Background: an optimization exercise with open tools, aiming at a short achievable clock period and few clock cycles. Do not read the settings as production practice. Where RTL was checked, it was by simulation tests only, not by an equivalence proof against the original. Power is estimated from default activity; no workload was simulated.

Setup of v6:
Design wisc_proc, start of the top module:
module wisc_proc (
	input clk,
	input rst,
	output [15:0] imem_addr,
	input [15:0] imem_rdata,
	output [15:0] dmem_addr,
	output [15:0] dmem_wdata,
	output dmem_en,
	output dmem_wr,
	input [15:0] dmem_rdata,
	output halt
	);
clock: 10.5 ns
lec_check: 0
cap_margin: 40
core_margin: 2
core_utilization: 40
place_density: 0.6
setup_slack_margin: 5
slew_margin: 40
synth_hierarchical: 1
synth_minimum_keep_size: 0
tns_end_percent: 100
standard.sh (not shown) runs the stock make flow with config.mk's settings and CLKGATE_MAP_FILE= SYNTH_SCRIPT=/design/flow/synth_recipe.tcl, a recipe that flattens the netlist after the stock synthesis.
==> flow/flow/run.sh <==
#!/bin/bash
# Standard layout, with timing repair aimed well below the design's
# clock period (the constraints are unchanged; only the repair target).
set -euo pipefail
MARGIN=${MARGIN:-7.3}
bash standard.sh SETUP_SLACK_MARGIN=$MARGIN TNS_END_PERCENT=100 finish > standard.log 2>&1
### v6 -> v7
--- a/flow/design.v
+++ b/flow/design.v
@@ -108,32 +108,24 @@
 	);
 	assign y = ({16{s0}} & d0) | ({16{s1}} & d1) | ({16{s2}} & d2) | d3;
 endmodule
 module ao6x16 (
 	input [5:0] s,
 	input [15:0] d0, input [15:0] d1, input [15:0] d2,
 	input [15:0] d3, input [15:0] d4, input [15:0] d5,
 	output [15:0] y
 	);
 	assign y = ({16{s[0]}} & d0) | ({16{s[1]}} & d1) | ({16{s[2]}} & d2) | ({16{s[3]}} & d3) |
 	           ({16{s[4]}} & d4) | ({16{s[5]}} & d5);
 endmodule
-module mux2x6 (
-	input t,
-	input [5:0] a1,
-	input [5:0] a0,
-	output [5:0] y
-	);
-	assign y = t ? a1 : a0;
-endmodule
 module wisc_proc (
 	input clk,
 	input rst,
 	output [15:0] imem_addr,
 	input [15:0] imem_rdata,
 	output [15:0] dmem_addr,
 	output [15:0] dmem_wdata,
 	output dmem_en,
 	output dmem_wr,
 	input [15:0] dmem_rdata,
 	output halt
 	);
@@ -330,36 +322,26 @@
 	wire [7:0] ph = pcp2_f[15:8];
 	wire [7:0] ph_m1 = ph - 8'd1, ph_p1 = ph + 8'd1;
 	wire [15:0] f_tgt;
 	wire [7:0] f_h0 = imem_rdata[7] ? ph_m1 : ph;
 	wire [7:0] f_h1 = imem_rdata[7] ? ph : ph_p1;
 	ftgt u_ftgt (.lo(f_lo[7:0]), .c8(f_lo[8]), .h0(f_h0), .h1(f_h1), .tgt(f_tgt));
 	wire sel_mis = ~rst & mis_e;
 	wire sel_red = ~rst & redirect;               
 	wire sel_hold = ~rst & stall;                 
 	wire quiet = ~rst & ~mis_e & ~redirect & ~stall;
 	wire sel_f = quiet & f_pred;
 	wire sel_seq = quiet & ~f_pred;
-	function [5:0] pcsel(input t);
-		reg rt, rn, rd, qt;
-		begin
-			rt = (br_now & t & ~pred_d) | (i_j & ~pred_d);
-			rn = br_now & ~t & pred_d;
-			rd = ~rst & vd & ~stall & (rt | rn);
-			qt = ~rst & ~mis_e & ~rd & ~stall;
-			pcsel = {qt & ~f_pred, sel_hold, sel_mis, qt & f_pred, rd & ~rn, rd & rn};
-		end
-	endfunction
-	wire [5:0] pc_sel;
-	mux2x6 u_psel (.t(br_taken), .a1(pcsel(1'b1)), .a0(pcsel(1'b0)), .y(pc_sel));
+	wire [5:0] pc_sel = {sel_seq, sel_hold, sel_mis, sel_f,
+	                     sel_red & ~redir_n, sel_red & redir_n};
 	wire [15:0] pc_next;
 	ao6x16 u_pcn (.s(pc_sel), .d0(pcp2_d), .d1(tgt_pc),
 		.d2(f_tgt), .d3(mis_pc), .d4(pc_f), .d5(pcp2_f), .y(pc_next));
 	always @(posedge clk)
 		pc_f <= pc_next;
 	always @(posedge clk) begin
 		if (rst) begin
 			v_d <= 1'b0;
 			pred_d <= 1'b0;
 		end else if (mis_e | redirect) begin
 			v_d <= 1'b0;
 			pred_d <= 1'b0;
==> comparison <==
When v7 is measured against v6, its register-to-register slack turns out 0.03 ns lower. Of v6 and v7, v7 shows the lower core utilization, with v6 above it. Portion of the clock cycle consumed by the worst path in the final layout for v7: 0.32 points down relative to v6. Number of standard cells after synthesis: v7 vs v6 down 66. Area taken by flip-flops and latches: v7 vs v6, no meaningful difference. Run comparison: v7 end point of the critical path pc_f[14]; v6 end point of the critical path pc_f[11]. Going from v6 to v7, setup slack higher, actual transition at the worst max-transition pin lower, routed wire length higher.
Testbench counts of v7, summed over its fixed seeds: cycles 37,052.
No functional check of the RTL was part of v6.

========
## main
wisc_proc, a different RTL version from the one above (not shown whole).
Size: roughly 3,700 cells after synthesis, roughly 85 I/O pins, ~0.032 mm^2 of cells after synthesis.
// wisc_proc
module wisc_proc (
	input clk,
	input rst,
	output [15:0] imem_addr,
	input [15:0] imem_rdata,
	output [15:0] dmem_addr,
	output [15:0] dmem_wdata,
	output dmem_en,
	output dmem_wr,
	input [15:0] dmem_rdata,
	output halt
	);
Settings: LEC_CHECK=0, CAP_MARGIN=20, CORE_MARGIN=2, CORE_UTILIZATION=40, PLACE_DENSITY=0.6, SETUP_SLACK_MARGIN=5, SLEW_MARGIN=20, SYNTH_HIERARCHICAL=1, SYNTH_MINIMUM_KEEP_SIZE=0, TNS_END_PERCENT=100; clock period 10.5 ns.
Scripts as last shown in full above: flow/flow/run.sh
main reached the final stage; the timing, DRC and antenna checks on its layout passed.
Input-level comparison between the feature branch and main:
--- a/flow/design.v
+++ b/flow/design.v
@@ -49,27 +49,16 @@
 	input s2, input [15:0] d2,
 	input s3, input [15:0] d3,
 	input s4, input [15:0] d4,
 	output [15:0] y
 	);
 	assign y = ({16{s0}} & d0) | ({16{s1}} & d1) | ({16{s2}} & d2) | ({16{s3}} & d3) |
 	           ({16{s4}} & d4);
 endmodule
-module ftgt (
-	input [7:0] lo,
-	input c8,
-	input neg,
-	input [7:0] ph, input [7:0] ph_m1, input [7:0] ph_p1,
-	output [15:0] tgt
-	);
-	wire [7:0] h0 = neg ? ph_m1 : ph;
-	wire [7:0] h1 = neg ? ph : ph_p1;
-	assign tgt = {c8 ? h1 : h0, lo};
-endmodule
 module wisc_proc (
 	input clk,
 	input rst,
 	output [15:0] imem_addr,
 	input [15:0] imem_rdata,
 	output [15:0] dmem_addr,
 	output [15:0] dmem_wdata,
 	output dmem_en,
@@ -278,19 +267,19 @@
 	wire f_j = (fop == OP_J) | (fop == OP_JAL);
 	wire f_bb = (fop[4:2] == 3'b011) & (imem_rdata[7] | fop[0]);
 	wire f_short = (imem_rdata[10:8] == {3{imem_rdata[7]}});
 	wire f_pred = (PRED != 0) & ((f_j & f_short) | f_bb);
 	wire [8:0] f_lo;
 	ks_add8 u_add_f (.a(pcp2_f[7:0]), .b(imem_rdata[7:0]), .s(f_lo[7:0]), .cout(f_lo[8]));
 	wire [7:0] ph = pcp2_f[15:8];
 	wire [7:0] ph_m1 = ph - 8'd1, ph_p1 = ph + 8'd1;
-	wire [15:0] f_tgt;
-	ftgt u_ftgt (.lo(f_lo[7:0]), .c8(f_lo[8]), .neg(imem_rdata[7]), .ph(ph), .ph_m1(ph_m1),
-		.ph_p1(ph_p1), .tgt(f_tgt));
+	wire [7:0] f_hi0 = imem_rdata[7] ? ph_m1 : ph;
+	wire [7:0] f_hi1 = imem_rdata[7] ? ph : ph_p1;
+	wire [15:0] f_tgt = {f_lo[8] ? f_hi1 : f_hi0, f_lo[7:0]};
 	wire sel_mis = ~rst & mis_e;
 	wire sel_red = ~rst & redirect;               
 	wire sel_hold = ~rst & stall;                 
 	wire quiet = ~rst & ~mis_e & ~redirect & ~stall;
 	wire sel_f = quiet & f_pred;
 	wire sel_seq = quiet & ~f_pred;
 	wire [15:0] pc_next;
 	ao5x16 u_pcn (.s0(sel_f), .d0(f_tgt), .s1(sel_mis), .d1(mis_pc), .s2(sel_red), .d2(redir_pc),
### Flow results
- The feature branch finished every stage; the final checks, however, were not passed, the failures being max-slew violations.
- Against main, the feature branch reports a multi-input combinational cell area that is lower.
- The feature branch vs main: power density over the cells up by a little under 10%
- Number of buffers outside the clock class in the layout | the feature branch above main
- Comparing the feature branch and main, the lower combinational gate power is on main.
- In the feature branch, share of cell area taken by multi-input logic gates is lower than in main.
- Looking only at met1 layer wirelength in the final routing, and setting everything else aside, the lower value of the feature branch and main goes to main.
- Critical path data required time (higher): the feature branch
No functional check of the RTL was part of any run of this note.

-- static timing again, ports no longer ideal --
How much do the figures lean on ideal ports? The routed layouts below were timed once more, with nothing changed but the port constraints.
Step 1, drivers: a clkbuf_16 drives clk and a buf_2 each remaining input, both assumed.
Step 2 times the ports against the registers' clock, not the clock port: input delays grow and output delays shrink by t, the midpoint of the rising clock arrivals with the driver on.
a / b / c = no drivers / after step 1 / after step 2; a / b = the first two.
| run | t (ns) | slack for setup (ns) | slew at the worst register clock pin (ns) | pins driven straight from the clock port |
|---|---|---|---|---|
| v6 | 0.647 | 6.866 / 6.886 / 6.239 | 0.07 / 0.07 | 1 |
| v7 | 0.617 | 6.899 / 6.911 / 6.293 | 0.07 / 0.07 | 1 |
| main | 0.650 | 6.557 / 6.559 / 5.916 | 0.07 / 0.07 | 1 |
| the feature branch | 0.655 | 6.275 / 6.275 / 5.717 | 0.07 / 0.07 | 1 |
The setup slack of main, which loses most, moves by +0.002 ns with the drivers and by -0.641 ns with both steps.
